What follows belongs to an exercise in optimizing a design on an open flow for small area, a short achievable clock period and few clock cycles per item; a production flow would make more cautious choices.
At most, simulation tests tie the RTL to the original design; equivalence was not proved.
For run 1, only the layout was checked, not whether the RTL still works.
Power is estimated from default activity; no workload was simulated.

## flow/config.mk

```make
export PLATFORM = sky130hd
export DESIGN_NAME = Complex_Multiplier
export DESIGN_NICKNAME = Complex_Multiplier
export VERILOG_FILES = /design/flow/design.v
export SDC_FILE = /design/flow/constraint.sdc
export NUM_CORES = 4
export LEC_CHECK = 0
export CAP_MARGIN = 20
export CORE_MARGIN = 2
export CORE_UTILIZATION = 60
export CTS_BUF_LIST = sky130_fd_sc_hd__clkbuf_4 sky130_fd_sc_hd__clkbuf_8
export SETUP_SLACK_MARGIN = 1.5
export SLEW_MARGIN = 20
export SYNTH_HIERARCHICAL = 1
```

## flow/constraint.sdc

```tcl
create_clock -name core_clock -period 5.0 [get_ports {clk}]
set_input_delay 1.0000 -clock core_clock [delete_from_list [all_inputs] [get_ports {clk}]]
set_output_delay 1.0000 -clock core_clock [all_outputs]
set_load 0.01 [all_outputs]
```

## flow/design.v

```verilog
module Complex_Multiplier (
	input clk,
	input rst,
	input signed  [7:0] Re_in_1,
	input signed  [7:0] Im_in_1,
	input signed  [7:0] Re_in_2,
	input signed  [7:0] Im_in_2,
	input signed  [1:0] data_valid_in,
	output signed [15:0] Re_out,
	output signed [15:0] Im_out,
	output signed [1:0] data_valid_out
);
wire cone1, ctwo2, cnz3, cnegn4, cone5, ctwo6, cnz7, cnegn8, cone9, ctwo10, cnz11, cnegn12, cone13, ctwo14, cnz15, cnegn16, done17, dtwo18, dnz19, dnegn20, done21, dtwo22, dnz23, dnegn24, done25, dtwo26, dnz27, dnegn28, done29, dtwo30, dnz31, dnegn32, pp33, pp34, pp35, pp36, pp37, pp38, pp39, pp40, pp41, pp42, pp43, pp44, pp45, pp46, pp47, pp48, pp49, pp50, pp51, pp52, pp53, pp54, pp55, pp56, pp57, pp58, pp59, pp60, pp61, pp62, pp63, pp64, pp65, pp66, pp67, pp68, pp69, pp70, pp71, pp72, pp73, pp74, pp75, pp76, pp77, pp78, pp79, pp80, pp81, pp82, pp83, pp84, pp85, pp86, pp87, pp88, pp89, pp90, pp91, pp92, pp93, pp94, pp95, pp96, pp97, pp98, pp99, pp100, pp101, pp102, pp103, pp104, ci105, ci106, ci107, ci108, res109, rec110, res111, rec112, res113, rec114, res115, rec116, res117, rec118, res119, rec120, res121, rec122, res123, rec124, res125, rec126, res127, rec128, res129, rec130, res131, rec132, res133, rec134, res135, rec136, res137, rec138, res139, rec140, res141, rec142, res143, rec144, res145, rec146, res147, rec148, res149, rec150, res151, rec152, res153, rec154, res155, rec156, res157, rec158, res159, rec160, res161, rec162, res163, rec164, res165, rec166, res167, rec168, res169, rec170, res171, rec172, res173, rec174, res175, rec176, res177, rec178, res179, rec180, res181, rec182, res183, rec184, res185, rec186, res187, rec188, res189, rec190, res191, rec192, res193, rec194, res195, rec196, res197, rec198, res199, rec200, res201, rec202, res203, rec204, res205, rec206, res207, rec208, res209, rec210, res211, rec212, res213, rec214, res215, rec216, res217, rec218, res219, rec220, res221, rec222, res223, rec224, res225, rec226, res227, rec228, res229, rec230, res231, rec232, res233, rec234, res235, rec236, res237, rec238, res239, rec240, res241, rec242, pp243, pp244, pp245, pp246, pp247, pp248, pp249, pp250, pp251, pp252, pp253, pp254, pp255, pp256, pp257, pp258, pp259, pp260, pp261, pp262, pp263, pp264, pp265, pp266, pp267, pp268, pp269, pp270, pp271, pp272, pp273, pp274, pp275, pp276, pp277, pp278, pp279, pp280, pp281, pp282, pp283, pp284, pp285, pp286, pp287, pp288, pp289, pp290, pp291, pp292, pp293, pp294, pp295, pp296, pp297, pp298, pp299, pp300, pp301, pp302, pp303, pp304, pp305, pp306, pp307, pp308, pp309, pp310, pp311, pp312, pp313, pp314, ci315, ci316, ci317, ci318, ims319, imc320, ims321, imc322, ims323, imc324, ims325, imc326, ims327, imc328, ims329, imc330, ims331, imc332, ims333, imc334, ims335, imc336, ims337, imc338, ims339, imc340, ims341, imc342, ims343, imc344, ims345, imc346, ims347, imc348, ims349, imc350, ims351, imc352, ims353, imc354, ims355, imc356, ims357, imc358, ims359, imc360, ims361, imc362, ims363, imc364, ims365, imc366, ims367, imc368, ims369, imc370, ims371, imc372, ims373, imc374, ims375, imc376, ims377, imc378, ims379, imc380, ims381, imc382, ims383, imc384, ims385, imc386, ims387, imc388, ims389, imc390, ims391, imc392, ims393, imc394, ims395, imc396, ims397, imc398, ims399, imc400, ims401, imc402, ims403, imc404, ims405, imc406, ims407, imc408, ims409, imc410, ims411, imc412, ims413, imc414, ims415, imc416, ims417, imc418, ims419, imc420, ims421, imc422, ims423, imc424, ims425, imc426, ims427, imc428, ims429, imc430, ims431, imc432, ims433, imc434, ims435, imc436, ims437, imc438, ims439, imc440, ims441, imc442, ims443, imc444, ims445, imc446, ims447, imc448, ims449, imc450, ims451, imc452, relos453, reloc454, relos455, reloc456, relos457, reloc458, relos459, reloc460, imlos461, imloc462, imlos463, imloc464, imlos465, imloc466, imlos467, imloc468;
cm_benc0 u_cone1 (.y1(Re_in_2[1]), .y0(Re_in_2[0]), .one(cone1), .two(ctwo2), .nz(cnz3));
assign cnegn4 = ~Re_in_2[1];
cm_benc u_cone5 (.y1(Re_in_2[3]), .y0(Re_in_2[2]), .ym(Re_in_2[1]), .one(cone5), .two(ctwo6), .nz(cnz7));
assign cnegn8 = ~Re_in_2[3];
cm_benc u_cone9 (.y1(Re_in_2[5]), .y0(Re_in_2[4]), .ym(Re_in_2[3]), .one(cone9), .two(ctwo10), .nz(cnz11));
assign cnegn12 = ~Re_in_2[5];
cm_benc u_cone13 (.y1(Re_in_2[7]), .y0(Re_in_2[6]), .ym(Re_in_2[5]), .one(cone13), .two(ctwo14), .nz(cnz15));
assign cnegn16 = ~Re_in_2[7];
cm_benc0 u_done17 (.y1(Im_in_2[1]), .y0(Im_in_2[0]), .one(done17), .two(dtwo18), .nz(dnz19));
assign dnegn20 = ~Im_in_2[1];
cm_benc u_done21 (.y1(Im_in_2[3]), .y0(Im_in_2[2]), .ym(Im_in_2[1]), .one(done21), .two(dtwo22), .nz(dnz23));
assign dnegn24 = ~Im_in_2[3];
cm_benc u_done25 (.y1(Im_in_2[5]), .y0(Im_in_2[4]), .ym(Im_in_2[3]), .one(done25), .two(dtwo26), .nz(dnz27));
assign dnegn28 = ~Im_in_2[5];
cm_benc u_done29 (.y1(Im_in_2[7]), .y0(Im_in_2[6]), .ym(Im_in_2[5]), .one(done29), .two(dtwo30), .nz(dnz31));
assign dnegn32 = ~Im_in_2[7];
cm_bsel1 u_pp33 (.e(cone1), .x(Re_in_1[0]), .n(Re_in_2[1]), .p(pp33));
cm_bsel2 u_pp34 (.e1(cone1), .x1(Re_in_1[1]), .e2(ctwo2), .x2(Re_in_1[0]), .n(Re_in_2[1]), .p(pp34));
cm_bsel2 u_pp35 (.e1(cone1), .x1(Re_in_1[2]), .e2(ctwo2), .x2(Re_in_1[1]), .n(Re_in_2[1]), .p(pp35));
cm_bsel2 u_pp36 (.e1(cone1), .x1(Re_in_1[3]), .e2(ctwo2), .x2(Re_in_1[2]), .n(Re_in_2[1]), .p(pp36));
cm_bsel2 u_pp37 (.e1(cone1), .x1(Re_in_1[4]), .e2(ctwo2), .x2(Re_in_1[3]), .n(Re_in_2[1]), .p(pp37));
cm_bsel2 u_pp38 (.e1(cone1), .x1(Re_in_1[5]), .e2(ctwo2), .x2(Re_in_1[4]), .n(Re_in_2[1]), .p(pp38));
cm_bsel2 u_pp39 (.e1(cone1), .x1(Re_in_1[6]), .e2(ctwo2), .x2(Re_in_1[5]), .n(Re_in_2[1]), .p(pp39));
cm_bsel2 u_pp40 (.e1(cone1), .x1(Re_in_1[7]), .e2(ctwo2), .x2(Re_in_1[6]), .n(Re_in_2[1]), .p(pp40));
cm_bsel1 u_pp41 (.e(cnz3), .x(Re_in_1[7]), .n(cnegn4), .p(pp41));
cm_bsel1 u_pp42 (.e(cone5), .x(Re_in_1[0]), .n(Re_in_2[3]), .p(pp42));
cm_bsel2 u_pp43 (.e1(cone5), .x1(Re_in_1[1]), .e2(ctwo6), .x2(Re_in_1[0]), .n(Re_in_2[3]), .p(pp43));
cm_bsel2 u_pp44 (.e1(cone5), .x1(Re_in_1[2]), .e2(ctwo6), .x2(Re_in_1[1]), .n(Re_in_2[3]), .p(pp44));
cm_bsel2 u_pp45 (.e1(cone5), .x1(Re_in_1[3]), .e2(ctwo6), .x2(Re_in_1[2]), .n(Re_in_2[3]), .p(pp45));
cm_bsel2 u_pp46 (.e1(cone5), .x1(Re_in_1[4]), .e2(ctwo6), .x2(Re_in_1[3]), .n(Re_in_2[3]), .p(pp46));
cm_bsel2 u_pp47 (.e1(cone5), .x1(Re_in_1[5]), .e2(ctwo6), .x2(Re_in_1[4]), .n(Re_in_2[3]), .p(pp47));
cm_bsel2 u_pp48 (.e1(cone5), .x1(Re_in_1[6]), .e2(ctwo6), .x2(Re_in_1[5]), .n(Re_in_2[3]), .p(pp48));
cm_bsel2 u_pp49 (.e1(cone5), .x1(Re_in_1[7]), .e2(ctwo6), .x2(Re_in_1[6]), .n(Re_in_2[3]), .p(pp49));
cm_bsel1 u_pp50 (.e(cnz7), .x(Re_in_1[7]), .n(cnegn8), .p(pp50));
cm_bsel1 u_pp51 (.e(cone9), .x(Re_in_1[0]), .n(Re_in_2[5]), .p(pp51));
cm_bsel2 u_pp52 (.e1(cone9), .x1(Re_in_1[1]), .e2(ctwo10), .x2(Re_in_1[0]), .n(Re_in_2[5]), .p(pp52));
cm_bsel2 u_pp53 (.e1(cone9), .x1(Re_in_1[2]), .e2(ctwo10), .x2(Re_in_1[1]), .n(Re_in_2[5]), .p(pp53));
cm_bsel2 u_pp54 (.e1(cone9), .x1(Re_in_1[3]), .e2(ctwo10), .x2(Re_in_1[2]), .n(Re_in_2[5]), .p(pp54));
cm_bsel2 u_pp55 (.e1(cone9), .x1(Re_in_1[4]), .e2(ctwo10), .x2(Re_in_1[3]), .n(Re_in_2[5]), .p(pp55));
cm_bsel2 u_pp56 (.e1(cone9), .x1(Re_in_1[5]), .e2(ctwo10), .x2(Re_in_1[4]), .n(Re_in_2[5]), .p(pp56));
cm_bsel2 u_pp57 (.e1(cone9), .x1(Re_in_1[6]), .e2(ctwo10), .x2(Re_in_1[5]), .n(Re_in_2[5]), .p(pp57));
cm_bsel2 u_pp58 (.e1(cone9), .x1(Re_in_1[7]), .e2(ctwo10), .x2(Re_in_1[6]), .n(Re_in_2[5]), .p(pp58));
cm_bsel1 u_pp59 (.e(cnz11), .x(Re_in_1[7]), .n(cnegn12), .p(pp59));
cm_bsel1 u_pp60 (.e(cone13), .x(Re_in_1[0]), .n(Re_in_2[7]), .p(pp60));
cm_bsel2 u_pp61 (.e1(cone13), .x1(Re_in_1[1]), .e2(ctwo14), .x2(Re_in_1[0]), .n(Re_in_2[7]), .p(pp61));
cm_bsel2 u_pp62 (.e1(cone13), .x1(Re_in_1[2]), .e2(ctwo14), .x2(Re_in_1[1]), .n(Re_in_2[7]), .p(pp62));
cm_bsel2 u_pp63 (.e1(cone13), .x1(Re_in_1[3]), .e2(ctwo14), .x2(Re_in_1[2]), .n(Re_in_2[7]), .p(pp63));
cm_bsel2 u_pp64 (.e1(cone13), .x1(Re_in_1[4]), .e2(ctwo14), .x2(Re_in_1[3]), .n(Re_in_2[7]), .p(pp64));
cm_bsel2 u_pp65 (.e1(cone13), .x1(Re_in_1[5]), .e2(ctwo14), .x2(Re_in_1[4]), .n(Re_in_2[7]), .p(pp65));
cm_bsel2 u_pp66 (.e1(cone13), .x1(Re_in_1[6]), .e2(ctwo14), .x2(Re_in_1[5]), .n(Re_in_2[7]), .p(pp66));
cm_bsel2 u_pp67 (.e1(cone13), .x1(Re_in_1[7]), .e2(ctwo14), .x2(Re_in_1[6]), .n(Re_in_2[7]), .p(pp67));
cm_bsel1 u_pp68 (.e(cnz15), .x(Re_in_1[7]), .n(cnegn16), .p(pp68));
cm_bsel1 u_pp69 (.e(done17), .x(Im_in_1[0]), .n(dnegn20), .p(pp69));
cm_bsel2 u_pp70 (.e1(done17), .x1(Im_in_1[1]), .e2(dtwo18), .x2(Im_in_1[0]), .n(dnegn20), .p(pp70));
cm_bsel2 u_pp71 (.e1(done17), .x1(Im_in_1[2]), .e2(dtwo18), .x2(Im_in_1[1]), .n(dnegn20), .p(pp71));
cm_bsel2 u_pp72 (.e1(done17), .x1(Im_in_1[3]), .e2(dtwo18), .x2(Im_in_1[2]), .n(dnegn20), .p(pp72));
cm_bsel2 u_pp73 (.e1(done17), .x1(Im_in_1[4]), .e2(dtwo18), .x2(Im_in_1[3]), .n(dnegn20), .p(pp73));
cm_bsel2 u_pp74 (.e1(done17), .x1(Im_in_1[5]), .e2(dtwo18), .x2(Im_in_1[4]), .n(dnegn20), .p(pp74));
cm_bsel2 u_pp75 (.e1(done17), .x1(Im_in_1[6]), .e2(dtwo18), .x2(Im_in_1[5]), .n(dnegn20), .p(pp75));
cm_bsel2 u_pp76 (.e1(done17), .x1(Im_in_1[7]), .e2(dtwo18), .x2(Im_in_1[6]), .n(dnegn20), .p(pp76));
cm_bsel1 u_pp77 (.e(dnz19), .x(Im_in_1[7]), .n(Im_in_2[1]), .p(pp77));
cm_bsel1 u_pp78 (.e(done21), .x(Im_in_1[0]), .n(dnegn24), .p(pp78));
cm_bsel2 u_pp79 (.e1(done21), .x1(Im_in_1[1]), .e2(dtwo22), .x2(Im_in_1[0]), .n(dnegn24), .p(pp79));
cm_bsel2 u_pp80 (.e1(done21), .x1(Im_in_1[2]), .e2(dtwo22), .x2(Im_in_1[1]), .n(dnegn24), .p(pp80));
cm_bsel2 u_pp81 (.e1(done21), .x1(Im_in_1[3]), .e2(dtwo22), .x2(Im_in_1[2]), .n(dnegn24), .p(pp81));
cm_bsel2 u_pp82 (.e1(done21), .x1(Im_in_1[4]), .e2(dtwo22), .x2(Im_in_1[3]), .n(dnegn24), .p(pp82));
cm_bsel2 u_pp83 (.e1(done21), .x1(Im_in_1[5]), .e2(dtwo22), .x2(Im_in_1[4]), .n(dnegn24), .p(pp83));
cm_bsel2 u_pp84 (.e1(done21), .x1(Im_in_1[6]), .e2(dtwo22), .x2(Im_in_1[5]), .n(dnegn24), .p(pp84));
cm_bsel2 u_pp85 (.e1(done21), .x1(Im_in_1[7]), .e2(dtwo22), .x2(Im_in_1[6]), .n(dnegn24), .p(pp85));
cm_bsel1 u_pp86 (.e(dnz23), .x(Im_in_1[7]), .n(Im_in_2[3]), .p(pp86));
cm_bsel1 u_pp87 (.e(done25), .x(Im_in_1[0]), .n(dnegn28), .p(pp87));
cm_bsel2 u_pp88 (.e1(done25), .x1(Im_in_1[1]), .e2(dtwo26), .x2(Im_in_1[0]), .n(dnegn28), .p(pp88));
cm_bsel2 u_pp89 (.e1(done25), .x1(Im_in_1[2]), .e2(dtwo26), .x2(Im_in_1[1]), .n(dnegn28), .p(pp89));
cm_bsel2 u_pp90 (.e1(done25), .x1(Im_in_1[3]), .e2(dtwo26), .x2(Im_in_1[2]), .n(dnegn28), .p(pp90));
cm_bsel2 u_pp91 (.e1(done25), .x1(Im_in_1[4]), .e2(dtwo26), .x2(Im_in_1[3]), .n(dnegn28), .p(pp91));
cm_bsel2 u_pp92 (.e1(done25), .x1(Im_in_1[5]), .e2(dtwo26), .x2(Im_in_1[4]), .n(dnegn28), .p(pp92));
cm_bsel2 u_pp93 (.e1(done25), .x1(Im_in_1[6]), .e2(dtwo26), .x2(Im_in_1[5]), .n(dnegn28), .p(pp93));
cm_bsel2 u_pp94 (.e1(done25), .x1(Im_in_1[7]), .e2(dtwo26), .x2(Im_in_1[6]), .n(dnegn28), .p(pp94));
cm_bsel1 u_pp95 (.e(dnz27), .x(Im_in_1[7]), .n(Im_in_2[5]), .p(pp95));
cm_bsel1 u_pp96 (.e(done29), .x(Im_in_1[0]), .n(dnegn32), .p(pp96));
cm_bsel2 u_pp97 (.e1(done29), .x1(Im_in_1[1]), .e2(dtwo30), .x2(Im_in_1[0]), .n(dnegn32), .p(pp97));
cm_bsel2 u_pp98 (.e1(done29), .x1(Im_in_1[2]), .e2(dtwo30), .x2(Im_in_1[1]), .n(dnegn32), .p(pp98));
cm_bsel2 u_pp99 (.e1(done29), .x1(Im_in_1[3]), .e2(dtwo30), .x2(Im_in_1[2]), .n(dnegn32), .p(pp99));
cm_bsel2 u_pp100 (.e1(done29), .x1(Im_in_1[4]), .e2(dtwo30), .x2(Im_in_1[3]), .n(dnegn32), .p(pp100));
cm_bsel2 u_pp101 (.e1(done29), .x1(Im_in_1[5]), .e2(dtwo30), .x2(Im_in_1[4]), .n(dnegn32), .p(pp101));
cm_bsel2 u_pp102 (.e1(done29), .x1(Im_in_1[6]), .e2(dtwo30), .x2(Im_in_1[5]), .n(dnegn32), .p(pp102));
cm_bsel2 u_pp103 (.e1(done29), .x1(Im_in_1[7]), .e2(dtwo30), .x2(Im_in_1[6]), .n(dnegn32), .p(pp103));
cm_bsel1 u_pp104 (.e(dnz31), .x(Im_in_1[7]), .n(Im_in_2[7]), .p(pp104));
assign ci105 = ~pp49;
assign ci106 = ~pp100;
assign ci107 = ~pp102;
assign ci108 = ~pp104;
cm_ha u_res109 (.a(Re_in_2[7]), .b(dnegn32), .s(res109), .co(rec110));
cm_fa u_res111 (.a(Re_in_2[5]), .b(dnegn28), .c(pp37), .s(res111), .co(rec112));
cm_ha u_res113 (.a(pp38), .b(pp45), .s(res113), .co(rec114));
cm_fa u_res115 (.a(res109), .b(pp39), .c(pp46), .s(res115), .co(rec116));
cm_fa u_res117 (.a(pp53), .b(pp60), .c(pp75), .s(res117), .co(rec118));
cm_fa u_res119 (.a(rec110), .b(pp40), .c(pp47), .s(res119), .co(rec120));
cm_fa u_res121 (.a(pp54), .b(pp61), .c(pp76), .s(res121), .co(rec122));
cm_ha u_res123 (.a(pp83), .b(pp90), .s(res123), .co(rec124));
cm_fa u_res125 (.a(pp41), .b(pp48), .c(pp55), .s(res125), .co(rec126));
cm_fa u_res127 (.a(pp62), .b(pp77), .c(pp84), .s(res127), .co(rec128));
cm_ha u_res129 (.a(pp91), .b(pp98), .s(res129), .co(rec130));
cm_fa u_res131 (.a(pp56), .b(pp63), .c(pp85), .s(res131), .co(rec132));
cm_ha u_res133 (.a(pp92), .b(pp99), .s(res133), .co(rec134));
cm_fa u_res135 (.a(pp49), .b(pp50), .c(pp57), .s(res135), .co(rec136));
cm_ha u_res137 (.a(pp64), .b(pp86), .s(res137), .co(rec138));
cm_ha u_res139 (.a(pp100), .b(pp101), .s(res139), .co(rec140));
cm_fa u_res141 (.a(Re_in_2[3]), .b(dnegn24), .c(pp35), .s(res141), .co(rec142));
cm_ha u_res143 (.a(pp36), .b(pp43), .s(res143), .co(rec144));
cm_fa u_res145 (.a(pp44), .b(pp51), .c(pp73), .s(res145), .co(rec146));
cm_ha u_res147 (.a(pp80), .b(pp87), .s(res147), .co(rec148));
cm_fa u_res149 (.a(pp52), .b(pp74), .c(pp81), .s(res149), .co(rec150));
cm_fa u_res151 (.a(pp88), .b(res113), .c(rec112), .s(res151), .co(rec152));
cm_fa u_res153 (.a(pp82), .b(pp89), .c(pp96), .s(res153), .co(rec154));
cm_fa u_res155 (.a(rec114), .b(res115), .c(res117), .s(res155), .co(rec156));
cm_fa u_res157 (.a(pp97), .b(res123), .c(rec116), .s(res157), .co(rec158));
cm_fa u_res159 (.a(rec118), .b(res119), .c(res121), .s(res159), .co(rec160));
cm_fa u_res161 (.a(rec124), .b(res129), .c(rec120), .s(res161), .co(rec162));
cm_fa u_res163 (.a(rec122), .b(res125), .c(res127), .s(res163), .co(rec164));
cm_fa u_res165 (.a(ci105), .b(rec130), .c(res133), .s(res165), .co(rec166));
cm_fa u_res167 (.a(rec126), .b(rec128), .c(res131), .s(res167), .co(rec168));
cm_fa u_res169 (.a(pp93), .b(ci106), .c(rec134), .s(res169), .co(rec170));
cm_fa u_res171 (.a(res137), .b(rec132), .c(res135), .s(res171), .co(rec172));
cm_fa u_res173 (.a(pp58), .b(pp65), .c(pp94), .s(res173), .co(rec174));
cm_fa u_res175 (.a(rec138), .b(res139), .c(rec136), .s(res175), .co(rec176));
cm_fa u_res177 (.a(pp59), .b(pp66), .c(pp95), .s(res177), .co(rec178));
cm_ha u_res179 (.a(ci107), .b(rec140), .s(res179), .co(rec180));
cm_ha u_res181 (.a(pp102), .b(pp103), .s(res181), .co(rec182));
cm_ha u_res183 (.a(Re_in_2[1]), .b(dnegn20), .s(res183), .co(rec184));
cm_ha u_res185 (.a(pp42), .b(pp71), .s(res185), .co(rec186));
cm_fa u_res187 (.a(pp72), .b(pp79), .c(res143), .s(res187), .co(rec188));
cm_fa u_res189 (.a(rec144), .b(res147), .c(res111), .s(res189), .co(rec190));
cm_fa u_res191 (.a(rec148), .b(rec146), .c(res149), .s(res191), .co(rec192));
cm_fa u_res193 (.a(rec150), .b(res153), .c(rec152), .s(res193), .co(rec194));
cm_fa u_res195 (.a(rec154), .b(rec156), .c(res157), .s(res195), .co(rec196));
cm_fa u_res197 (.a(rec158), .b(rec160), .c(res161), .s(res197), .co(rec198));
cm_fa u_res199 (.a(res165), .b(rec162), .c(rec164), .s(res199), .co(rec200));
cm_fa u_res201 (.a(rec166), .b(res169), .c(rec168), .s(res201), .co(rec202));
cm_fa u_res203 (.a(res173), .b(rec170), .c(rec172), .s(res203), .co(rec204));
cm_fa u_res205 (.a(rec174), .b(res179), .c(res177), .s(res205), .co(rec206));
cm_fa u_res207 (.a(pp67), .b(res181), .c(rec180), .s(res207), .co(rec208));
cm_ha u_res209 (.a(pp68), .b(ci108), .s(res209), .co(rec210));
cm_ha u_res211 (.a(res183), .b(pp33), .s(res211), .co(rec212));
cm_fa u_res213 (.a(rec184), .b(pp34), .c(pp70), .s(res213), .co(rec214));
cm_fa u_res215 (.a(pp78), .b(res185), .c(res141), .s(res215), .co(rec216));
cm_fa u_res217 (.a(rec186), .b(rec142), .c(res187), .s(res217), .co(rec218));
cm_fa u_res219 (.a(res145), .b(rec188), .c(res189), .s(res219), .co(rec220));
cm_fa u_res221 (.a(rec190), .b(res151), .c(res191), .s(res221), .co(rec222));
cm_fa u_res223 (.a(rec192), .b(res155), .c(res193), .s(res223), .co(rec224));
cm_fa u_res225 (.a(res159), .b(rec194), .c(res195), .s(res225), .co(rec226));
cm_fa u_res227 (.a(res163), .b(rec196), .c(res197), .s(res227), .co(rec228));
cm_fa u_res229 (.a(res167), .b(rec198), .c(res199), .s(res229), .co(rec230));
cm_fa u_res231 (.a(res171), .b(rec200), .c(res201), .s(res231), .co(rec232));
cm_fa u_res233 (.a(res175), .b(rec202), .c(res203), .s(res233), .co(rec234));
cm_fa u_res235 (.a(rec176), .b(res205), .c(rec204), .s(res235), .co(rec236));
cm_fa u_res237 (.a(rec178), .b(res207), .c(rec206), .s(res237), .co(rec238));
cm_fa u_res239 (.a(rec182), .b(res209), .c(rec208), .s(res239), .co(rec240));
cm_ha u_res241 (.a(pp104), .b(rec210), .s(res241), .co(rec242));
cm_bsel1 u_pp243 (.e(cone1), .x(Im_in_1[0]), .n(Re_in_2[1]), .p(pp243));
cm_bsel2 u_pp244 (.e1(cone1), .x1(Im_in_1[1]), .e2(ctwo2), .x2(Im_in_1[0]), .n(Re_in_2[1]), .p(pp244));
cm_bsel2 u_pp245 (.e1(cone1), .x1(Im_in_1[2]), .e2(ctwo2), .x2(Im_in_1[1]), .n(Re_in_2[1]), .p(pp245));
cm_bsel2 u_pp246 (.e1(cone1), .x1(Im_in_1[3]), .e2(ctwo2), .x2(Im_in_1[2]), .n(Re_in_2[1]), .p(pp246));
cm_bsel2 u_pp247 (.e1(cone1), .x1(Im_in_1[4]), .e2(ctwo2), .x2(Im_in_1[3]), .n(Re_in_2[1]), .p(pp247));
cm_bsel2 u_pp248 (.e1(cone1), .x1(Im_in_1[5]), .e2(ctwo2), .x2(Im_in_1[4]), .n(Re_in_2[1]), .p(pp248));
cm_bsel2 u_pp249 (.e1(cone1), .x1(Im_in_1[6]), .e2(ctwo2), .x2(Im_in_1[5]), .n(Re_in_2[1]), .p(pp249));
cm_bsel2 u_pp250 (.e1(cone1), .x1(Im_in_1[7]), .e2(ctwo2), .x2(Im_in_1[6]), .n(Re_in_2[1]), .p(pp250));
cm_bsel1 u_pp251 (.e(cnz3), .x(Im_in_1[7]), .n(cnegn4), .p(pp251));
cm_bsel1 u_pp252 (.e(cone5), .x(Im_in_1[0]), .n(Re_in_2[3]), .p(pp252));
cm_bsel2 u_pp253 (.e1(cone5), .x1(Im_in_1[1]), .e2(ctwo6), .x2(Im_in_1[0]), .n(Re_in_2[3]), .p(pp253));
cm_bsel2 u_pp254 (.e1(cone5), .x1(Im_in_1[2]), .e2(ctwo6), .x2(Im_in_1[1]), .n(Re_in_2[3]), .p(pp254));
cm_bsel2 u_pp255 (.e1(cone5), .x1(Im_in_1[3]), .e2(ctwo6), .x2(Im_in_1[2]), .n(Re_in_2[3]), .p(pp255));
cm_bsel2 u_pp256 (.e1(cone5), .x1(Im_in_1[4]), .e2(ctwo6), .x2(Im_in_1[3]), .n(Re_in_2[3]), .p(pp256));
cm_bsel2 u_pp257 (.e1(cone5), .x1(Im_in_1[5]), .e2(ctwo6), .x2(Im_in_1[4]), .n(Re_in_2[3]), .p(pp257));
cm_bsel2 u_pp258 (.e1(cone5), .x1(Im_in_1[6]), .e2(ctwo6), .x2(Im_in_1[5]), .n(Re_in_2[3]), .p(pp258));
cm_bsel2 u_pp259 (.e1(cone5), .x1(Im_in_1[7]), .e2(ctwo6), .x2(Im_in_1[6]), .n(Re_in_2[3]), .p(pp259));
cm_bsel1 u_pp260 (.e(cnz7), .x(Im_in_1[7]), .n(cnegn8), .p(pp260));
cm_bsel1 u_pp261 (.e(cone9), .x(Im_in_1[0]), .n(Re_in_2[5]), .p(pp261));
cm_bsel2 u_pp262 (.e1(cone9), .x1(Im_in_1[1]), .e2(ctwo10), .x2(Im_in_1[0]), .n(Re_in_2[5]), .p(pp262));
cm_bsel2 u_pp263 (.e1(cone9), .x1(Im_in_1[2]), .e2(ctwo10), .x2(Im_in_1[1]), .n(Re_in_2[5]), .p(pp263));
cm_bsel2 u_pp264 (.e1(cone9), .x1(Im_in_1[3]), .e2(ctwo10), .x2(Im_in_1[2]), .n(Re_in_2[5]), .p(pp264));
cm_bsel2 u_pp265 (.e1(cone9), .x1(Im_in_1[4]), .e2(ctwo10), .x2(Im_in_1[3]), .n(Re_in_2[5]), .p(pp265));
cm_bsel2 u_pp266 (.e1(cone9), .x1(Im_in_1[5]), .e2(ctwo10), .x2(Im_in_1[4]), .n(Re_in_2[5]), .p(pp266));
cm_bsel2 u_pp267 (.e1(cone9), .x1(Im_in_1[6]), .e2(ctwo10), .x2(Im_in_1[5]), .n(Re_in_2[5]), .p(pp267));
cm_bsel2 u_pp268 (.e1(cone9), .x1(Im_in_1[7]), .e2(ctwo10), .x2(Im_in_1[6]), .n(Re_in_2[5]), .p(pp268));
cm_bsel1 u_pp269 (.e(cnz11), .x(Im_in_1[7]), .n(cnegn12), .p(pp269));
cm_bsel1 u_pp270 (.e(cone13), .x(Im_in_1[0]), .n(Re_in_2[7]), .p(pp270));
cm_bsel2 u_pp271 (.e1(cone13), .x1(Im_in_1[1]), .e2(ctwo14), .x2(Im_in_1[0]), .n(Re_in_2[7]), .p(pp271));
cm_bsel2 u_pp272 (.e1(cone13), .x1(Im_in_1[2]), .e2(ctwo14), .x2(Im_in_1[1]), .n(Re_in_2[7]), .p(pp272));
cm_bsel2 u_pp273 (.e1(cone13), .x1(Im_in_1[3]), .e2(ctwo14), .x2(Im_in_1[2]), .n(Re_in_2[7]), .p(pp273));
cm_bsel2 u_pp274 (.e1(cone13), .x1(Im_in_1[4]), .e2(ctwo14), .x2(Im_in_1[3]), .n(Re_in_2[7]), .p(pp274));
cm_bsel2 u_pp275 (.e1(cone13), .x1(Im_in_1[5]), .e2(ctwo14), .x2(Im_in_1[4]), .n(Re_in_2[7]), .p(pp275));
cm_bsel2 u_pp276 (.e1(cone13), .x1(Im_in_1[6]), .e2(ctwo14), .x2(Im_in_1[5]), .n(Re_in_2[7]), .p(pp276));
cm_bsel2 u_pp277 (.e1(cone13), .x1(Im_in_1[7]), .e2(ctwo14), .x2(Im_in_1[6]), .n(Re_in_2[7]), .p(pp277));
cm_bsel1 u_pp278 (.e(cnz15), .x(Im_in_1[7]), .n(cnegn16), .p(pp278));
cm_bsel1 u_pp279 (.e(done17), .x(Re_in_1[0]), .n(Im_in_2[1]), .p(pp279));
cm_bsel2 u_pp280 (.e1(done17), .x1(Re_in_1[1]), .e2(dtwo18), .x2(Re_in_1[0]), .n(Im_in_2[1]), .p(pp280));
cm_bsel2 u_pp281 (.e1(done17), .x1(Re_in_1[2]), .e2(dtwo18), .x2(Re_in_1[1]), .n(Im_in_2[1]), .p(pp281));
cm_bsel2 u_pp282 (.e1(done17), .x1(Re_in_1[3]), .e2(dtwo18), .x2(Re_in_1[2]), .n(Im_in_2[1]), .p(pp282));
cm_bsel2 u_pp283 (.e1(done17), .x1(Re_in_1[4]), .e2(dtwo18), .x2(Re_in_1[3]), .n(Im_in_2[1]), .p(pp283));
cm_bsel2 u_pp284 (.e1(done17), .x1(Re_in_1[5]), .e2(dtwo18), .x2(Re_in_1[4]), .n(Im_in_2[1]), .p(pp284));
cm_bsel2 u_pp285 (.e1(done17), .x1(Re_in_1[6]), .e2(dtwo18), .x2(Re_in_1[5]), .n(Im_in_2[1]), .p(pp285));
cm_bsel2 u_pp286 (.e1(done17), .x1(Re_in_1[7]), .e2(dtwo18), .x2(Re_in_1[6]), .n(Im_in_2[1]), .p(pp286));
cm_bsel1 u_pp287 (.e(dnz19), .x(Re_in_1[7]), .n(dnegn20), .p(pp287));
cm_bsel1 u_pp288 (.e(done21), .x(Re_in_1[0]), .n(Im_in_2[3]), .p(pp288));
cm_bsel2 u_pp289 (.e1(done21), .x1(Re_in_1[1]), .e2(dtwo22), .x2(Re_in_1[0]), .n(Im_in_2[3]), .p(pp289));
cm_bsel2 u_pp290 (.e1(done21), .x1(Re_in_1[2]), .e2(dtwo22), .x2(Re_in_1[1]), .n(Im_in_2[3]), .p(pp290));
cm_bsel2 u_pp291 (.e1(done21), .x1(Re_in_1[3]), .e2(dtwo22), .x2(Re_in_1[2]), .n(Im_in_2[3]), .p(pp291));
cm_bsel2 u_pp292 (.e1(done21), .x1(Re_in_1[4]), .e2(dtwo22), .x2(Re_in_1[3]), .n(Im_in_2[3]), .p(pp292));
cm_bsel2 u_pp293 (.e1(done21), .x1(Re_in_1[5]), .e2(dtwo22), .x2(Re_in_1[4]), .n(Im_in_2[3]), .p(pp293));
cm_bsel2 u_pp294 (.e1(done21), .x1(Re_in_1[6]), .e2(dtwo22), .x2(Re_in_1[5]), .n(Im_in_2[3]), .p(pp294));
cm_bsel2 u_pp295 (.e1(done21), .x1(Re_in_1[7]), .e2(dtwo22), .x2(Re_in_1[6]), .n(Im_in_2[3]), .p(pp295));
cm_bsel1 u_pp296 (.e(dnz23), .x(Re_in_1[7]), .n(dnegn24), .p(pp296));
cm_bsel1 u_pp297 (.e(done25), .x(Re_in_1[0]), .n(Im_in_2[5]), .p(pp297));
cm_bsel2 u_pp298 (.e1(done25), .x1(Re_in_1[1]), .e2(dtwo26), .x2(Re_in_1[0]), .n(Im_in_2[5]), .p(pp298));
cm_bsel2 u_pp299 (.e1(done25), .x1(Re_in_1[2]), .e2(dtwo26), .x2(Re_in_1[1]), .n(Im_in_2[5]), .p(pp299));
cm_bsel2 u_pp300 (.e1(done25), .x1(Re_in_1[3]), .e2(dtwo26), .x2(Re_in_1[2]), .n(Im_in_2[5]), .p(pp300));
cm_bsel2 u_pp301 (.e1(done25), .x1(Re_in_1[4]), .e2(dtwo26), .x2(Re_in_1[3]), .n(Im_in_2[5]), .p(pp301));
cm_bsel2 u_pp302 (.e1(done25), .x1(Re_in_1[5]), .e2(dtwo26), .x2(Re_in_1[4]), .n(Im_in_2[5]), .p(pp302));
cm_bsel2 u_pp303 (.e1(done25), .x1(Re_in_1[6]), .e2(dtwo26), .x2(Re_in_1[5]), .n(Im_in_2[5]), .p(pp303));
cm_bsel2 u_pp304 (.e1(done25), .x1(Re_in_1[7]), .e2(dtwo26), .x2(Re_in_1[6]), .n(Im_in_2[5]), .p(pp304));
cm_bsel1 u_pp305 (.e(dnz27), .x(Re_in_1[7]), .n(dnegn28), .p(pp305));
cm_bsel1 u_pp306 (.e(done29), .x(Re_in_1[0]), .n(Im_in_2[7]), .p(pp306));
cm_bsel2 u_pp307 (.e1(done29), .x1(Re_in_1[1]), .e2(dtwo30), .x2(Re_in_1[0]), .n(Im_in_2[7]), .p(pp307));
cm_bsel2 u_pp308 (.e1(done29), .x1(Re_in_1[2]), .e2(dtwo30), .x2(Re_in_1[1]), .n(Im_in_2[7]), .p(pp308));
cm_bsel2 u_pp309 (.e1(done29), .x1(Re_in_1[3]), .e2(dtwo30), .x2(Re_in_1[2]), .n(Im_in_2[7]), .p(pp309));
cm_bsel2 u_pp310 (.e1(done29), .x1(Re_in_1[4]), .e2(dtwo30), .x2(Re_in_1[3]), .n(Im_in_2[7]), .p(pp310));
cm_bsel2 u_pp311 (.e1(done29), .x1(Re_in_1[5]), .e2(dtwo30), .x2(Re_in_1[4]), .n(Im_in_2[7]), .p(pp311));
cm_bsel2 u_pp312 (.e1(done29), .x1(Re_in_1[6]), .e2(dtwo30), .x2(Re_in_1[5]), .n(Im_in_2[7]), .p(pp312));
cm_bsel2 u_pp313 (.e1(done29), .x1(Re_in_1[7]), .e2(dtwo30), .x2(Re_in_1[6]), .n(Im_in_2[7]), .p(pp313));
cm_bsel1 u_pp314 (.e(dnz31), .x(Re_in_1[7]), .n(dnegn32), .p(pp314));
assign ci315 = ~pp259;
assign ci316 = ~pp259;
assign ci317 = ~pp269;
assign ci318 = ~pp278;
cm_ha u_ims319 (.a(Im_in_2[7]), .b(Re_in_2[7]), .s(ims319), .co(imc320));
cm_fa u_ims321 (.a(Im_in_2[5]), .b(Re_in_2[5]), .c(pp247), .s(ims321), .co(imc322));
cm_ha u_ims323 (.a(pp248), .b(pp255), .s(ims323), .co(imc324));
cm_fa u_ims325 (.a(ims319), .b(pp249), .c(pp256), .s(ims325), .co(imc326));
cm_fa u_ims327 (.a(pp263), .b(pp270), .c(pp285), .s(ims327), .co(imc328));
cm_fa u_ims329 (.a(imc320), .b(pp250), .c(pp257), .s(ims329), .co(imc330));
cm_fa u_ims331 (.a(pp264), .b(pp271), .c(pp286), .s(ims331), .co(imc332));
cm_ha u_ims333 (.a(pp293), .b(pp300), .s(ims333), .co(imc334));
cm_fa u_ims335 (.a(pp251), .b(pp258), .c(pp265), .s(ims335), .co(imc336));
cm_fa u_ims337 (.a(pp272), .b(pp287), .c(pp294), .s(ims337), .co(imc338));
cm_ha u_ims339 (.a(pp301), .b(pp308), .s(ims339), .co(imc340));
cm_fa u_ims341 (.a(pp266), .b(pp273), .c(pp295), .s(ims341), .co(imc342));
cm_ha u_ims343 (.a(pp302), .b(pp309), .s(ims343), .co(imc344));
cm_fa u_ims345 (.a(pp260), .b(pp267), .c(pp274), .s(ims345), .co(imc346));
cm_ha u_ims347 (.a(pp296), .b(pp303), .s(ims347), .co(imc348));
cm_ha u_ims349 (.a(pp259), .b(pp268), .s(ims349), .co(imc350));
cm_fa u_ims351 (.a(Im_in_2[3]), .b(Re_in_2[3]), .c(pp245), .s(ims351), .co(imc352));
cm_ha u_ims353 (.a(pp246), .b(pp253), .s(ims353), .co(imc354));
cm_fa u_ims355 (.a(pp254), .b(pp261), .c(pp283), .s(ims355), .co(imc356));
cm_ha u_ims357 (.a(pp290), .b(pp297), .s(ims357), .co(imc358));
cm_fa u_ims359 (.a(pp262), .b(pp284), .c(pp291), .s(ims359), .co(imc360));
cm_fa u_ims361 (.a(pp298), .b(ims323), .c(imc322), .s(ims361), .co(imc362));
cm_fa u_ims363 (.a(pp292), .b(pp299), .c(pp306), .s(ims363), .co(imc364));
cm_fa u_ims365 (.a(imc324), .b(ims325), .c(ims327), .s(ims365), .co(imc366));
cm_fa u_ims367 (.a(pp307), .b(ims333), .c(imc326), .s(ims367), .co(imc368));
cm_fa u_ims369 (.a(imc328), .b(ims329), .c(ims331), .s(ims369), .co(imc370));
cm_fa u_ims371 (.a(imc334), .b(ims339), .c(imc330), .s(ims371), .co(imc372));
cm_fa u_ims373 (.a(imc332), .b(ims335), .c(ims337), .s(ims373), .co(imc374));
cm_fa u_ims375 (.a(ci315), .b(imc340), .c(ims343), .s(ims375), .co(imc376));
cm_fa u_ims377 (.a(imc336), .b(imc338), .c(ims341), .s(ims377), .co(imc378));
cm_fa u_ims379 (.a(pp310), .b(ci316), .c(imc344), .s(ims379), .co(imc380));
cm_fa u_ims381 (.a(ims347), .b(imc342), .c(ims345), .s(ims381), .co(imc382));
cm_fa u_ims383 (.a(pp275), .b(pp304), .c(pp311), .s(ims383), .co(imc384));
cm_fa u_ims385 (.a(imc348), .b(ims349), .c(imc346), .s(ims385), .co(imc386));
cm_fa u_ims387 (.a(pp276), .b(pp305), .c(pp312), .s(ims387), .co(imc388));
cm_ha u_ims389 (.a(ci317), .b(imc350), .s(ims389), .co(imc390));
cm_ha u_ims391 (.a(pp269), .b(pp277), .s(ims391), .co(imc392));
cm_ha u_ims393 (.a(Im_in_2[1]), .b(Re_in_2[1]), .s(ims393), .co(imc394));
cm_ha u_ims395 (.a(pp252), .b(pp281), .s(ims395), .co(imc396));
cm_fa u_ims397 (.a(pp282), .b(pp289), .c(ims353), .s(ims397), .co(imc398));
cm_fa u_ims399 (.a(imc354), .b(ims357), .c(ims321), .s(ims399), .co(imc400));
cm_fa u_ims401 (.a(imc358), .b(imc356), .c(ims359), .s(ims401), .co(imc402));
cm_fa u_ims403 (.a(imc360), .b(ims363), .c(imc362), .s(ims403), .co(imc404));
cm_fa u_ims405 (.a(imc364), .b(imc366), .c(ims367), .s(ims405), .co(imc406));
cm_fa u_ims407 (.a(imc368), .b(imc370), .c(ims371), .s(ims407), .co(imc408));
cm_fa u_ims409 (.a(ims375), .b(imc372), .c(imc374), .s(ims409), .co(imc410));
cm_fa u_ims411 (.a(imc376), .b(ims379), .c(imc378), .s(ims411), .co(imc412));
cm_fa u_ims413 (.a(ims383), .b(imc380), .c(imc382), .s(ims413), .co(imc414));
cm_fa u_ims415 (.a(imc384), .b(ims389), .c(ims387), .s(ims415), .co(imc416));
cm_fa u_ims417 (.a(pp313), .b(ims391), .c(imc390), .s(ims417), .co(imc418));
cm_ha u_ims419 (.a(pp314), .b(ci318), .s(ims419), .co(imc420));
cm_ha u_ims421 (.a(ims393), .b(pp243), .s(ims421), .co(imc422));
cm_fa u_ims423 (.a(imc394), .b(pp244), .c(pp280), .s(ims423), .co(imc424));
cm_fa u_ims425 (.a(pp288), .b(ims395), .c(ims351), .s(ims425), .co(imc426));
cm_fa u_ims427 (.a(imc396), .b(imc352), .c(ims397), .s(ims427), .co(imc428));
cm_fa u_ims429 (.a(ims355), .b(imc398), .c(ims399), .s(ims429), .co(imc430));
cm_fa u_ims431 (.a(imc400), .b(ims361), .c(ims401), .s(ims431), .co(imc432));
cm_fa u_ims433 (.a(imc402), .b(ims365), .c(ims403), .s(ims433), .co(imc434));
cm_fa u_ims435 (.a(ims369), .b(imc404), .c(ims405), .s(ims435), .co(imc436));
cm_fa u_ims437 (.a(ims373), .b(imc406), .c(ims407), .s(ims437), .co(imc438));
cm_fa u_ims439 (.a(ims377), .b(imc408), .c(ims409), .s(ims439), .co(imc440));
cm_fa u_ims441 (.a(ims381), .b(imc410), .c(ims411), .s(ims441), .co(imc442));
cm_fa u_ims443 (.a(ims385), .b(imc412), .c(ims413), .s(ims443), .co(imc444));
cm_fa u_ims445 (.a(imc386), .b(ims415), .c(imc414), .s(ims445), .co(imc446));
cm_fa u_ims447 (.a(imc388), .b(ims417), .c(imc416), .s(ims447), .co(imc448));
cm_fa u_ims449 (.a(imc392), .b(ims419), .c(imc418), .s(ims449), .co(imc450));
cm_ha u_ims451 (.a(pp278), .b(imc420), .s(ims451), .co(imc452));
cm_ha u_relos453 (.a(pp69), .b(res211), .s(relos453), .co(reloc454));
cm_fa u_relos455 (.a(rec212), .b(res213), .c(reloc454), .s(relos455), .co(reloc456));
cm_fa u_relos457 (.a(rec214), .b(res215), .c(reloc456), .s(relos457), .co(reloc458));
cm_fa u_relos459 (.a(rec216), .b(res217), .c(reloc458), .s(relos459), .co(reloc460));
cm_ha u_imlos461 (.a(pp279), .b(ims421), .s(imlos461), .co(imloc462));
cm_fa u_imlos463 (.a(imc422), .b(ims423), .c(imloc462), .s(imlos463), .co(imloc464));
cm_fa u_imlos465 (.a(imc424), .b(ims425), .c(imloc464), .s(imlos465), .co(imloc466));
cm_fa u_imlos467 (.a(imc426), .b(ims427), .c(imloc466), .s(imlos467), .co(imloc468));
reg vld_q;
always @(posedge clk) vld_q <= ~rst & (|data_valid_in);
assign data_valid_out = {1'b0, vld_q};
wire [15:0] re_r0 = {res241, res239, res237, rec234, rec232, rec230, rec228, rec226, rec224, rec222, rec220, rec218, rec216, rec214, rec212, pp69};
wire [15:0] re_r1 = {rec240, rec238, rec236, res235, res233, res231, res229, res227, res225, res223, res221, res219, res217, res215, res213, res211};
reg [3:0] re_lo_q;
always @(posedge clk) re_lo_q <= {relos459, relos457, relos455, relos453};
reg re_q0_4;
always @(posedge clk) re_q0_4 <= rec218;
reg re_q0_5;
always @(posedge clk) re_q0_5 <= rec220;
reg re_q0_6;
always @(posedge clk) re_q0_6 <= rec222;
reg re_q0_7;
always @(posedge clk) re_q0_7 <= rec224;
reg re_q0_8;
always @(posedge clk) re_q0_8 <= rec226;
reg re_q0_9;
always @(posedge clk) re_q0_9 <= rec228;
reg re_q0_10;
always @(posedge clk) re_q0_10 <= rec230;
reg re_q0_11;
always @(posedge clk) re_q0_11 <= rec232;
reg re_q0_12;
always @(posedge clk) re_q0_12 <= rec234;
reg re_q0_13;
always @(posedge clk) re_q0_13 <= res237;
reg re_q0_14;
always @(posedge clk) re_q0_14 <= res239;
reg re_q0_15;
always @(posedge clk) re_q0_15 <= res241;
reg re_q1_4;
always @(posedge clk) re_q1_4 <= res219;
reg re_q1_5;
always @(posedge clk) re_q1_5 <= res221;
reg re_q1_6;
always @(posedge clk) re_q1_6 <= res223;
reg re_q1_7;
always @(posedge clk) re_q1_7 <= res225;
reg re_q1_8;
always @(posedge clk) re_q1_8 <= res227;
reg re_q1_9;
always @(posedge clk) re_q1_9 <= res229;
reg re_q1_10;
always @(posedge clk) re_q1_10 <= res231;
reg re_q1_11;
always @(posedge clk) re_q1_11 <= res233;
reg re_q1_12;
always @(posedge clk) re_q1_12 <= res235;
reg re_q1_13;
always @(posedge clk) re_q1_13 <= rec236;
reg re_q1_14;
always @(posedge clk) re_q1_14 <= rec238;
reg re_q1_15;
always @(posedge clk) re_q1_15 <= rec240;
reg re_cy_q;
always @(posedge clk) re_cy_q <= reloc460;
assign Re_out = {{re_q0_15, re_q0_14, re_q0_13, re_q0_12, re_q0_11, re_q0_10, re_q0_9, re_q0_8, re_q0_7, re_q0_6, re_q0_5, re_q0_4} + {re_q1_15, re_q1_14, re_q1_13, re_q1_12, re_q1_11, re_q1_10, re_q1_9, re_q1_8, re_q1_7, re_q1_6, re_q1_5, re_q1_4} + re_cy_q, re_lo_q};
wire [15:0] im_r0 = {ims451, ims449, ims447, imc444, imc442, imc440, imc438, imc436, imc434, imc432, imc430, imc428, imc426, imc424, imc422, pp279};
wire [15:0] im_r1 = {imc450, imc448, imc446, ims445, ims443, ims441, ims439, ims437, ims435, ims433, ims431, ims429, ims427, ims425, ims423, ims421};
reg [3:0] im_lo_q;
always @(posedge clk) im_lo_q <= {imlos467, imlos465, imlos463, imlos461};
reg im_q0_4;
always @(posedge clk) im_q0_4 <= imc428;
reg im_q0_5;
always @(posedge clk) im_q0_5 <= imc430;
reg im_q0_6;
always @(posedge clk) im_q0_6 <= imc432;
reg im_q0_7;
always @(posedge clk) im_q0_7 <= imc434;
reg im_q0_8;
always @(posedge clk) im_q0_8 <= imc436;
reg im_q0_9;
always @(posedge clk) im_q0_9 <= imc438;
reg im_q0_10;
always @(posedge clk) im_q0_10 <= imc440;
reg im_q0_11;
always @(posedge clk) im_q0_11 <= imc442;
reg im_q0_12;
always @(posedge clk) im_q0_12 <= imc444;
reg im_q0_13;
always @(posedge clk) im_q0_13 <= ims447;
reg im_q0_14;
always @(posedge clk) im_q0_14 <= ims449;
reg im_q0_15;
always @(posedge clk) im_q0_15 <= ims451;
reg im_q1_4;
always @(posedge clk) im_q1_4 <= ims429;
reg im_q1_5;
always @(posedge clk) im_q1_5 <= ims431;
reg im_q1_6;
always @(posedge clk) im_q1_6 <= ims433;
reg im_q1_7;
always @(posedge clk) im_q1_7 <= ims435;
reg im_q1_8;
always @(posedge clk) im_q1_8 <= ims437;
reg im_q1_9;
always @(posedge clk) im_q1_9 <= ims439;
reg im_q1_10;
always @(posedge clk) im_q1_10 <= ims441;
reg im_q1_11;
always @(posedge clk) im_q1_11 <= ims443;
reg im_q1_12;
always @(posedge clk) im_q1_12 <= ims445;
reg im_q1_13;
always @(posedge clk) im_q1_13 <= imc446;
reg im_q1_14;
always @(posedge clk) im_q1_14 <= imc448;
reg im_q1_15;
always @(posedge clk) im_q1_15 <= imc450;
reg im_cy_q;
always @(posedge clk) im_cy_q <= imloc468;
assign Im_out = {{im_q0_15, im_q0_14, im_q0_13, im_q0_12, im_q0_11, im_q0_10, im_q0_9, im_q0_8, im_q0_7, im_q0_6, im_q0_5, im_q0_4} + {im_q1_15, im_q1_14, im_q1_13, im_q1_12, im_q1_11, im_q1_10, im_q1_9, im_q1_8, im_q1_7, im_q1_6, im_q1_5, im_q1_4} + im_cy_q, im_lo_q};
endmodule
module cm_fa (input a, input b, input c, output s, output co);
  assign s = a ^ b ^ c;
  assign co = (a & b) | (a & c) | (b & c);
endmodule
module cm_bsel1 (input e, input x, input n, output p);
  assign p = (e & x) ^ n;
endmodule
module cm_bsel2 (input e1, input x1, input e2, input x2, input n, output p);
  assign p = ((e1 & x1) | (e2 & x2)) ^ n;
endmodule
module cm_benc (input y1, input y0, input ym, output one, output two, output nz);
  assign one = y0 ^ ym;
  assign two = (y1 & ~y0 & ~ym) | (~y1 & y0 & ym);
  assign nz = ~(y1 & y0 & ym) & (y1 | y0 | ym);
endmodule
module cm_benc0 (input y1, input y0, output one, output two, output nz);
  assign one = y0;
  assign two = y1 & ~y0;
  assign nz = y1 | y0;
endmodule
module cm_ao21 (input a, input b, input c, output y);
  assign y = (a & b) | c;
endmodule
module cm_and2 (input a, input b, output y);
  assign y = a & b;
endmodule
module cm_xor2 (input a, input b, output y);
  assign y = a ^ b;
endmodule
module cm_ha (input a, input b, output s, output co);
  assign s = a ^ b;
  assign co = a & b;
endmodule
```

## flow/flow/run.sh

```bash
#!/bin/bash
# The standard ORFS flow (standard.sh) with these changes:
#  - port buffers are sky130_fd_sc_hd__buf_2 cells instead of the default
#    delay buffers;
#  - before floorplanning, combinational cells start at drive strength 1
#    (flow/downsize.tcl); the flow's repair steps upsize where needed;
#  - extra make variables, one per line, from flow/make_args.txt if present.
# Each tool's log stays under orfs/logs/; make's own output goes to run_make.log.
set -euo pipefail
here=$(pwd)
extra=()
if [[ -f flow/make_args.txt ]]; then
  while IFS= read -r line; do
    [[ -n "$line" ]] && extra+=("$line")
  done < flow/make_args.txt
fi
bash standard.sh \
  "BUFFER_PORTS_ARGS=-buffer_cell sky130_fd_sc_hd__buf_2" \
  "PRE_FLOORPLAN_TCL=$here/flow/downsize.tcl" \
  "${extra[@]}" \
  finish > run_make.log 2>&1
```

## flow/flow/downsize.tcl

```tcl
# PRE_FLOORPLAN hook: start every combinational cell of the synthesized netlist
# at drive strength 1; the flow's own repair steps upsize cells where timing
# or slew needs it. Flip-flops keep the cell synthesis gave them.
set n_down 0
foreach inst [get_cells *] {
  set ref [get_property $inst ref_name]
  if { [regexp {^(sky130_fd_sc_hd__[a-z0-9]+)_([0-9]+)$} $ref -> base size] } {
    if { $size <= 1 || [string match "*__df*" $base] || [string match "*__conb*" $base] } {
      continue
    }
    set cand [get_lib_cells -quiet */${base}_1]
    if { [llength $cand] > 0 } {
      replace_cell $inst [lindex $cand 0]
      incr n_down
    }
  }
}
puts "downsize.tcl: $n_down cells set to drive strength 1"
```

## flow/flow/make_args.txt

```
RECOVER_POWER=100
```

## flow/standard.sh

```bash
#!/bin/bash
# synth_recipe.tcl (not shown) runs the flow's synth.tcl, then flattens the netlist and writes it again
# the make line also repeats each setting of config.mk as NAME=value (left out here)
make -C /OpenROAD-flow-scripts/flow DESIGN_CONFIG=/design/flow/config.mk WORK_HOME=/design/flow/orfs CLKGATE_MAP_FILE= SYNTH_SCRIPT=/design/flow/synth_recipe.tcl "${@:-finish}"
```

==> results of run 1 <==
[worst min-delay path by stage]
stage | startpoint | endpoint | slack [ns] | depth (start not counted)
after detailed placement | rst | vld_q | 1.16 | 2
final | rst | vld_q | 0.79 | 2
after global routing | rst | vld_q | 0.78 | 2
after CTS | rst | vld_q | 0.77 | 2
after floorplan | rst | vld_q | 1.07 | 1
after global placement | rst | vld_q | 1.16 | 2
[power groups by stage]
stage,Combinational (mW),Sequential [mW],Clock (mW)
after floorplan,2.44,0.844,0
after global placement,3.37,0.838,0
after detailed placement,3.49,0.845,0
after CTS,3.58,0.838,0.527
after global routing,4.07,0.862,0.554
final,3.58,0.835,0.513
[routing by layer]
layer | up-vias | global-route usage | part of all wire
li1 | 2697 | - | -
met1 | 3058 | 0.428 | 0.41
met2 | 332 | 0.505 | 0.48
met3 | 46 | 0.0715 | 0.086
met4 | 0 | 0.0984 | 0.026
met5 | - | 0 | 0
[per-stage QoR]
| stage | hold WS [ns] | cells | worst slack, ns | utilization | power, mW |
|---|---|---|---|---|---|
| after global routing | 0.781 | 983 | 0.702 | 0.777 | 5.48 |
| after CTS | 0.767 | 949 | 1.46 | 0.736 | 4.94 |
| after global placement | 1.16 | 902 | 0.691 | 0.685 | 4.21 |
| final | 0.788 | 983 | 0.796 | 0.777 | 4.93 |
| after detailed placement | 1.16 | 902 | 0.690 | 0.685 | 4.33 |
| after floorplan | 1.07 | 677 | 1.37 | - | 3.28 |
[final cells by class]
type | count | area, sq um
clock buffers | 11 | 151
clock inverters | 5 | 75.1
fillers | 823 | 2670
inverters | 25 | 93.8
multi-input cells | 587 | 6470
flip-flops and latches | 59 | 1180
well taps | 147 | 184
repair buffers | 149 | 1140
[worst max-delay path: cells and delay by family]
family,cells,cell delay [ns]
AOI/OAI and AO/OA,2,0.30
xor gates and xnor gates,1,0.09
adders and majority gates,4,1.80
buffers and inverters,3,1.02
and+or+nand+nor,1,0.20
[what timing repair did]
action                                  4_1_cts  5_1_grt
endpoints found under the hold margin         0        0
pin swaps                                     9       48
cloned                                        0        1
endpoints found under the setup margin       40       35
setup buffers                                31       33
gates resized for setup                      30       81
==> metrics.yaml, run 1 <==
pwr:
  leakagePower_nw: 3.76
  internal_power_mw: 2.73
  switching_share: 0.447
  seq_power_share: 0.169
  p_switching_mw: 2.20
  p_per_area_nw_per_um2: 531
  clkPwrFrac: 0.104
  p_comb_frac: 0.727
  ir_worst_vdd_uv: 466
layout:
  final_cell_mix: "147 x xnor2_1, 95 x fa_1, 90 x a22oi_1"
  layout_commonest_cell: "xnor2_1"
  largest_registers: "im_lo_q: 4 flops, re_lo_q: 4 flops"
  drive_above_1_share: 0.250
  n_antenna_cell: 0
  fin_area_sq_um: 9290
  nets: 1033
route:
  vias: 6133
  drt_pass1_iterations: 5
  ant_nets: 0
  wl_per_cell_um: 20.8
  routed_wl_um: 20500
  drcViolationCount: 0
  routed_via_density: 6.24
  drtIter0Drc: 552
grt:
  grt_pass1_wl_um: 31300
  grt_pass1_vias: 6178
  grt_usage: 0.315
  grt_max_degree: 21
  antenna_found_initial: 0
  grt_overflow: 0
die:
  initial_core_util: 0.610
  die-area_sq_um: 13100
  row_count: 40
  core-area_sq_um: 12000
  die_h_um: 114
  ioPinCount: 70
  die_w_um: 114
critical_path:
  setup.worst_path.start: "Im_in_2[7]"
  crit_arrival_ns: 4.44
  cp.required_ns: 5.24
  crit_path_max_incr_delay_ns: 0.73
  crit_fanout: 14
  crit_type: "input pin to register"
  endpoint_kind: "register"
  cp-endpoint: "im_q1_9"
  crit_chain: "clkbuf_1, clkbuf_1, nand3b_1, o21ai_0, clkbuf_1, a22oi_2, xnor2_1, ha_1, fa_1, fa_1, fa_1"
  crit_slowest_cell: "clkbuf_1"
  cp-start-kind: "input pin"
sta:
  timing.fmax_mhz: 238
  max_slew.worst_pin.slew_ns: 0.969
  tns_ns: 0
  period_minus_slack_ns: 4.20
  period_share: 0.841
  maxSlewHeadroom: 0.354
  hold_violations: 0
  setup_viol: 0
  drv_slew: 0
  rsz0062_at_grt: "yes"
clocking:
  cts_inserted_buffers: 9
  cts_tree: "done"
  hold_buffers: 0
  cts_sinks: 59
  clockBufferDepth: 2
  clk_pin_slew_ns: 0.07
  h-tree-depth: 3
  cts-root-buf: "clkbuf_8"
placement:
  dp_hpwl_um: 13600
  placed_cell_area_sq_um: 8190
  routabilityCongestion: 0.943
  port_buffers: 68
hold_path:
  hp-class: "input pin to register"
flow_run:
  drv_cap: 0
yosys:
  syn-instance-count: 677
  syn-num-nets: 879
  synth_warnings: 7
run_status:
  outcome: "no timing/DRC/antenna violations"
==> run 2, diff against run 1 <==
--- a/flow/design.v
+++ b/flow/design.v
@@ -457,11 +457,2 @@
 endmodule
-module cm_ao21 (input a, input b, input c, output y);
-  assign y = (a & b) | c;
-endmodule
-module cm_and2 (input a, input b, output y);
-  assign y = a & b;
-endmodule
-module cm_xor2 (input a, input b, output y);
-  assign y = a ^ b;
-endmodule
 module cm_ha (input a, input b, output s, output co);
--- a/flow/config.mk
+++ b/flow/config.mk
@@ -11,3 +11,3 @@
 export CTS_BUF_LIST = sky130_fd_sc_hd__clkbuf_4 sky130_fd_sc_hd__clkbuf_8
-export SETUP_SLACK_MARGIN = 1.5
+export SETUP_SLACK_MARGIN = 1.2
 export SLEW_MARGIN = 20
removed: flow/flow/make_args.txt
==> run 2 against run 1 <==
Net effect: final cell count fell by 5.3%; worst setup slack better by 0.49 ns; sequential power is 0.5% lower; power down 3.8%; combinational power decreased by 4%; largest cell class unchanged.
==> metrics.yaml, run 2 <==
run_status:
  outcome: "no timing/DRC/antenna violations"  # unchanged
critical_path:
  endpoint_kind: "register"  # unchanged
  cp-start-kind: "input pin"  # unchanged
  cp.required_ns: 5.24  # about the same
  crit_fanout: 14  # unchanged
  crit_type: "input pin to register"  # unchanged
  crit_arrival_ns: 3.95  # was 4.44 ns
pwr:
  p_per_area_nw_per_um2: 566  # was 531 nW/um^2
  ir_worst_vdd_uv: 466  # about the same
  switching_share: 0.447  # about the same
  p_switching_mw: 2.12  # was 2.20 mW
  p_comb_frac: 0.722  # was 0.727
  leakagePower_nw: 3.41  # was 3.76 nW
  seq_power_share: 0.175  # was 0.169
  clkPwrFrac: 0.103  # was 0.104
  internal_power_mw: 2.62  # was 2.73 mW
clocking:
  cts_tree: "done"  # unchanged
  clk_pin_slew_ns: 0.07  # about the same
  cts_inserted_buffers: 9  # unchanged
  h-tree-depth: 3  # unchanged
  cts_sinks: 59  # unchanged
  cts-root-buf: "clkbuf_8"  # unchanged
  clockBufferDepth: 2  # unchanged
  hold_buffers: 0  # unchanged
route:
  drt_pass1_iterations: 6  # was 5
  drtIter0Drc: 451  # was 552
  routed_via_density: 6.15  # was 6.24
  ant_nets: 0  # unchanged
  wl_per_cell_um: 19.7  # was 20.8 um
  routed_wl_um: 18400  # was 20500 um
  drcViolationCount: 0  # unchanged
  vias: 5725  # was 6133
die:
  initial_core_util: 0.610  # unchanged
  die_h_um: 114  # unchanged
  row_count: 40  # unchanged
  die_w_um: 114  # unchanged
  ioPinCount: 70  # unchanged
  core-area_sq_um: 12000  # unchanged
  die-area_sq_um: 13100  # unchanged
layout:
  drive_above_1_share: 0.162  # was 0.250
  nets: 981  # was 1033
  seq_area_sq_um: 1180  # about the same
  n_antenna_cell: 0  # unchanged
  final_cell_mix: "157 x xnor2_1, 112 x a22oi_1, 111 x fa_1"  # was 147 x xnor2_1, 95 x fa_1, 90 x a22oi_1
  multiInputGateArea_sq_um: 6110  # was 6470 sq um
  nFillCells: 952  # was 823
  largest_registers: "im_lo_q: 4 flops, re_lo_q: 4 flops"  # unchanged
  fin_util: 0.701  # was 0.777
  layout_commonest_cell: "xnor2_1"  # unchanged
yosys:
  syn-num-nets: 879  # unchanged
  syn-instance-count: 677  # unchanged
  synth_warnings: 7  # unchanged
placement:
  port_buffers: 68  # unchanged
  routabilityCongestion: 0.913  # was 0.943
  dp_hpwl_um: 13600  # about the same
flow_run:
  drv_cap: 0  # unchanged
sta:
  setup_viol: 0  # unchanged
  period_minus_slack_ns: 3.71  # was 4.20 ns
  max_slew.worst_pin.slew_ns: 0.625  # was 0.969 ns
  rsz0062_at_grt: "yes"  # unchanged
  period_share: 0.742  # was 0.841
  drv_slew: 0  # unchanged
  tns_ns: 0  # unchanged
  timing.fmax_mhz: 270  # was 238 MHz
  hold_violations: 0  # unchanged
  maxSlewHeadroom: 0.583  # was 0.354
hold_path:
  hp-class: "input pin to register"  # unchanged
grt:
  grt_pass1_vias: 5817  # was 6178
  grt_max_degree: 21  # unchanged
  grt_pass1_wl_um: 29600  # was 31300 um
  antenna_found_initial: 0  # unchanged
  grt_overflow: 0  # unchanged
  grt_usage: 0.299  # was 0.315
[run 2: timing repair]
action	in CTS	in global routing
endpoints found under the setup margin	18	19
pin swaps	0	7
hold endpoints to repair	0	0
buffers inserted	0	1
resized for setup	6	12
[run 2: area by class of cell]
type / instances / share of cell area
multi-input combinational: 587 / 0.729
tap: 147 / 0.0219
clock inverter: 7 / 0.0110
timing repair buffer: 97 / 0.0708
sequential: 59 / 0.141
clock buffer: 9 / 0.0148
inverter: 25 / 0.0112
[run 2: worst max-delay path, cell delays in order]
cell and delay (ns):
buf_6 0.14, buf_8 0.16, nand3b_1 0.17, o21ai_2 0.08, buf_6 0.19, a22oi_1 0.10
xnor2_1 0.25, fa_1 0.49, fa_1 0.44, fa_1 0.53, fa_1 0.40
[run 2: power groups by stage]
stage / clock (mW) / combinational, mW / sequential, mW
6_report: 0.488 / 3.42 / 0.831
5_1_grt: 0.529 / 3.92 / 0.857
4_1_cts: 0.505 / 3.46 / 0.836
3_5_place_dp: 0 / 3.44 / 0.846
3_3_place_gp: 0 / 3.32 / 0.838
2_1_floorplan: 0 / 2.40 / 0.844
[run 2: path summary, 6_finish.rpt]
path	cells past startpoint	startpoint	to	slack, ns
max	11	Re_in_2[3]	im_q1_8	1.29
min	2	rst	vld_q	0.77
[run 2: metal layers]
metal,GRT usage,routed length (um),vias to the layer above
met5,0,0,-
met4,0.0894,291,0
met3,0.0746,1700,25
met2,0.463,8470,278
met1,0.419,7910,2846
li1,-,-,2576
[run 2: per-stage QoR]
| step | worst slack, ns | hold slack [ns] | cells | power [mW] | cell area, sq um |
|---|---|---|---|---|---|
| after CTS | 1.20 | 0.751 | 930 | 4.80 | 8330 |
| after global routing | 1.18 | 0.755 | 931 | 5.30 | 8380 |
| after floorplan | 1.21 | 1.07 | 677 | 3.25 | 7360 |
| after detailed placement | 0.644 | 1.16 | 914 | 4.29 | 8080 |
| after global placement | 0.747 | 1.16 | 914 | 4.16 | 8080 |
| final | 1.29 | 0.775 | 931 | 4.74 | 8380 |
Testbench counts of run 2, summed over its fixed seeds: cycles 2,400, items 2,400.

port drivers added, routing unchanged:
Ports are ideal in the flow. The routed layouts listed here were re-timed in OpenROAD. Step 1 (the two cells are an assumption about what drives the block):
set clk [get_ports {clk}]
set_driving_cell -lib_cell sky130_fd_sc_hd__clkbuf_16 $clk
set_driving_cell -lib_cell sky130_fd_sc_hd__buf_2 [delete_from_list [all_inputs] $clk]
Step 2 also shifts input and output timing later by t, the mid clock arrival at the registers, as if the neighbouring blocks saw the same clock. a / b / c = ideal / step 1 / step 2; a / b = the first two.
| run | t, ns | slack for setup (ns) | worst setup path at the end | cell pins on the clock port's net |
|---|---|---|---|---|
| run 1 | 0.397 | 0.796 / 0.808 / 0.411 | input to register | 1 |
| run 2 | 0.398 | 1.290 / 1.292 / 0.894 | input to register | 1 |
After both steps setup and hold are still met in every run listed. For run 2, which loses most, drivers alone change the setup slack by +0.002 ns; drivers and shift together by -0.396 ns.
